What follows belongs to an exercise in optimizing a design on an open flow for a short achievable clock period and few clock cycles; a production flow would make more cautious choices.
In this exercise RTL edits were held to simulation tests only and were not proved equivalent to the original.
Power is estimated from default activity; no workload was simulated.

Design Mips, start of the top module:
module Mips (
    input clock,
    input reset,
    output [9:0] imem_addr,
    input [31:0] imem_data,
    output [9:0] dmem_addr,
    output [31:0] dmem_wdata,
    output dmem_we,
    input [31:0] dmem_rdata
);
For scale: ~120 I/O pins, roughly 96000 sq um of cells after synthesis.
Settings: LEC_CHECK=0, CAP_MARGIN=30, CORE_MARGIN=2, CORE_UTILIZATION=50, SLEW_MARGIN=30; clock period 12.0 ns.
standard.sh (not shown) runs the stock make flow with config.mk's settings and CLKGATE_MAP_FILE= SYNTH_SCRIPT=/design/flow/synth_recipe.tcl, a recipe that flattens the netlist after the stock synthesis.
==> flow/flow/run.sh <==
#!/bin/bash
# The standard layout (standard.sh: the standard flow's synthesis and ORFS flow, unchanged)
# with two layout settings:
#  - timing repair aims for more setup slack than the clock period needs, so
#    that the layout runs faster than the period;
#  - ports are buffered with buf_4 (the default pick is a slow delay buffer).
# The make output goes to flow.log here; ORFS keeps each tool's own log under
# orfs/logs/.
set -euo pipefail
bash standard.sh SETUP_SLACK_MARGIN=8.5 "BUFFER_PORTS_ARGS=-buffer_cell sky130_fd_sc_hd__buf_4" finish > flow.log 2>&1
The baseline ran to the end with no violations.
Testbench counts at the start, summed over its fixed seeds: cycles 67,036.
Rerun with:
- CAP_MARGIN: 30 -> 20
- SLEW_MARGIN: 30 -> 20
Now the flow finished with max-capacitance violations, max-slew violations left.
Via count shrinks by 1.4%.
Final area shrinks by 0.62%.
Worst hold slack barely changes.
Routed wire length shrinks by 0.91%.
Total power is about the same.
Non-clock buffer count shrinks by 53.
Combinational power shrinks by about 2%.
Count of clock-buffer cells in the layout shrinks by 16.

========
Mips, a different RTL version from the one above (not shown whole).
Size in the first run: ~1700 flip-flops, ~120 I/O pins, roughly 96000 um^2 of cells after synthesis.
==> flow/config.mk <==
export PLATFORM = sky130hd
export DESIGN_NAME = Mips
export DESIGN_NICKNAME = Mips
export VERILOG_FILES = /design/flow/design.v
export SDC_FILE = /design/flow/constraint.sdc
export NUM_CORES = 8
export LEC_CHECK = 0
export CAP_MARGIN = 20
export CORE_MARGIN = 2
export CORE_UTILIZATION = 55
export SLEW_MARGIN = 20
==> flow/constraint.sdc <==
create_clock -name core_clock -period 12.0 [get_ports {clock}]
set_input_delay 2.4000 -clock core_clock [delete_from_list [all_inputs] [get_ports {clock}]]
set_output_delay 2.4000 -clock core_clock [all_outputs]
set_load 0.01 [all_outputs]
Scripts as last shown in full above: flow/flow/run.sh
Testbench counts at the start, summed over its fixed seeds: cycles 67,036.
Rerun with:
Settings changed: CORE_UTILIZATION 55 to 50.
Effect:
- first-iteration DRC count decreases by 6.6%
- combinational power is higher by about 2%
- clock skew went up by 12 ps
- total power fell by 0.37%
- synthesized cell count stays the same
- die area rose by 9.9%
- cell area goes up by 1.9%
- global-route usage went down by 2.8 points
- final cell count rose by 2.5%

========
Mips, a different RTL version from the one above (not shown whole).
Size: about 11000 cells after synthesis, ~97000 sq um of cells after synthesis.
==> flow/config.mk <==
export PLATFORM = sky130hd
export DESIGN_NAME = Mips
export DESIGN_NICKNAME = Mips
export VERILOG_FILES = /design/flow/design.v
export SDC_FILE = /design/flow/constraint.sdc
export NUM_CORES = 8
export LEC_CHECK = 0
export CAP_MARGIN = 20
export CORE_MARGIN = 2
export CORE_UTILIZATION = 55
export SLEW_MARGIN = 20
==> flow/constraint.sdc <==
create_clock -name core_clock -period 12.0 [get_ports {clock}]
set_input_delay 2.4000 -clock core_clock [delete_from_list [all_inputs] [get_ports {clock}]]
set_output_delay 2.4000 -clock core_clock [all_outputs]
set_load 0.01 [all_outputs]
Scripts as last shown in full above: flow/flow/run.sh
Testbench counts at the start, summed over its fixed seeds: cycles 67,036.
Rerun with:
- CORE_UTILIZATION: 55 -> 50
What happened: The changed run completed with no timing, DRC or antenna violations. Synthesized area stays the same. Clock power increases by about 3%. Total power rises by about 0.66%. Wire length went down by about 3%. Maximum frequency climbs by 1.1%. Non-clock buffer count drops by 71. Final area came out lower by about 0.7%. Worst setup slack is better by 0.044 ns. Core utilization came out lower by 6.6 points.

port drivers added, routing unchanged:
The flow's constraints put no driver on any port. The routed layouts listed below were extracted and timed again, unchanged, in two steps. Step 1 assumes that a clkbuf_16 drives the clock port and a buf_2 every other input. Step 2 times the ports against the registers' clock, not the clock port: input delays grow and output delays shrink by t, the midpoint of the rising clock arrivals with the driver on. Three values: ideal, step 1, step 2; two values: the first two.
run | shift t [ns] | setup WS [ns] | worst hold slack (ns) | latest minus earliest clock arrival (ns) | cell pins on the clock port's net
the first run of note 1 | 0.970 | 7.793 / 7.835 / 6.865 | 0.329 / 0.329 / 0.329 | 0.040 / 0.040 | 1
the second run of note 1 | 0.943 | 7.769 / 7.811 / 6.869 | 0.330 / 0.330 / 0.330 | 0.058 / 0.059 | 1
the first run of note 2 | 0.960 | 8.069 / 8.025 / 7.392 | 0.328 / 0.328 / 0.328 | 0.037 / 0.037 | 1
the second run of note 2 | 0.950 | 7.872 / 7.872 / 7.534 | 0.329 / 0.329 / 0.329 | 0.052 / 0.052 | 1
the first run of note 3 | 0.957 | 8.092 / 8.063 / 7.190 | 0.322 / 0.322 / 0.322 | 0.057 / 0.057 | 1
the second run of note 3 | 0.961 | 8.136 / 8.058 / 7.226 | 0.321 / 0.321 / 0.321 | 0.068 / 0.068 | 1
The setup slack of the first run of note 1, which loses most, moves by +0.042 ns with the drivers and by -0.928 ns with both steps.
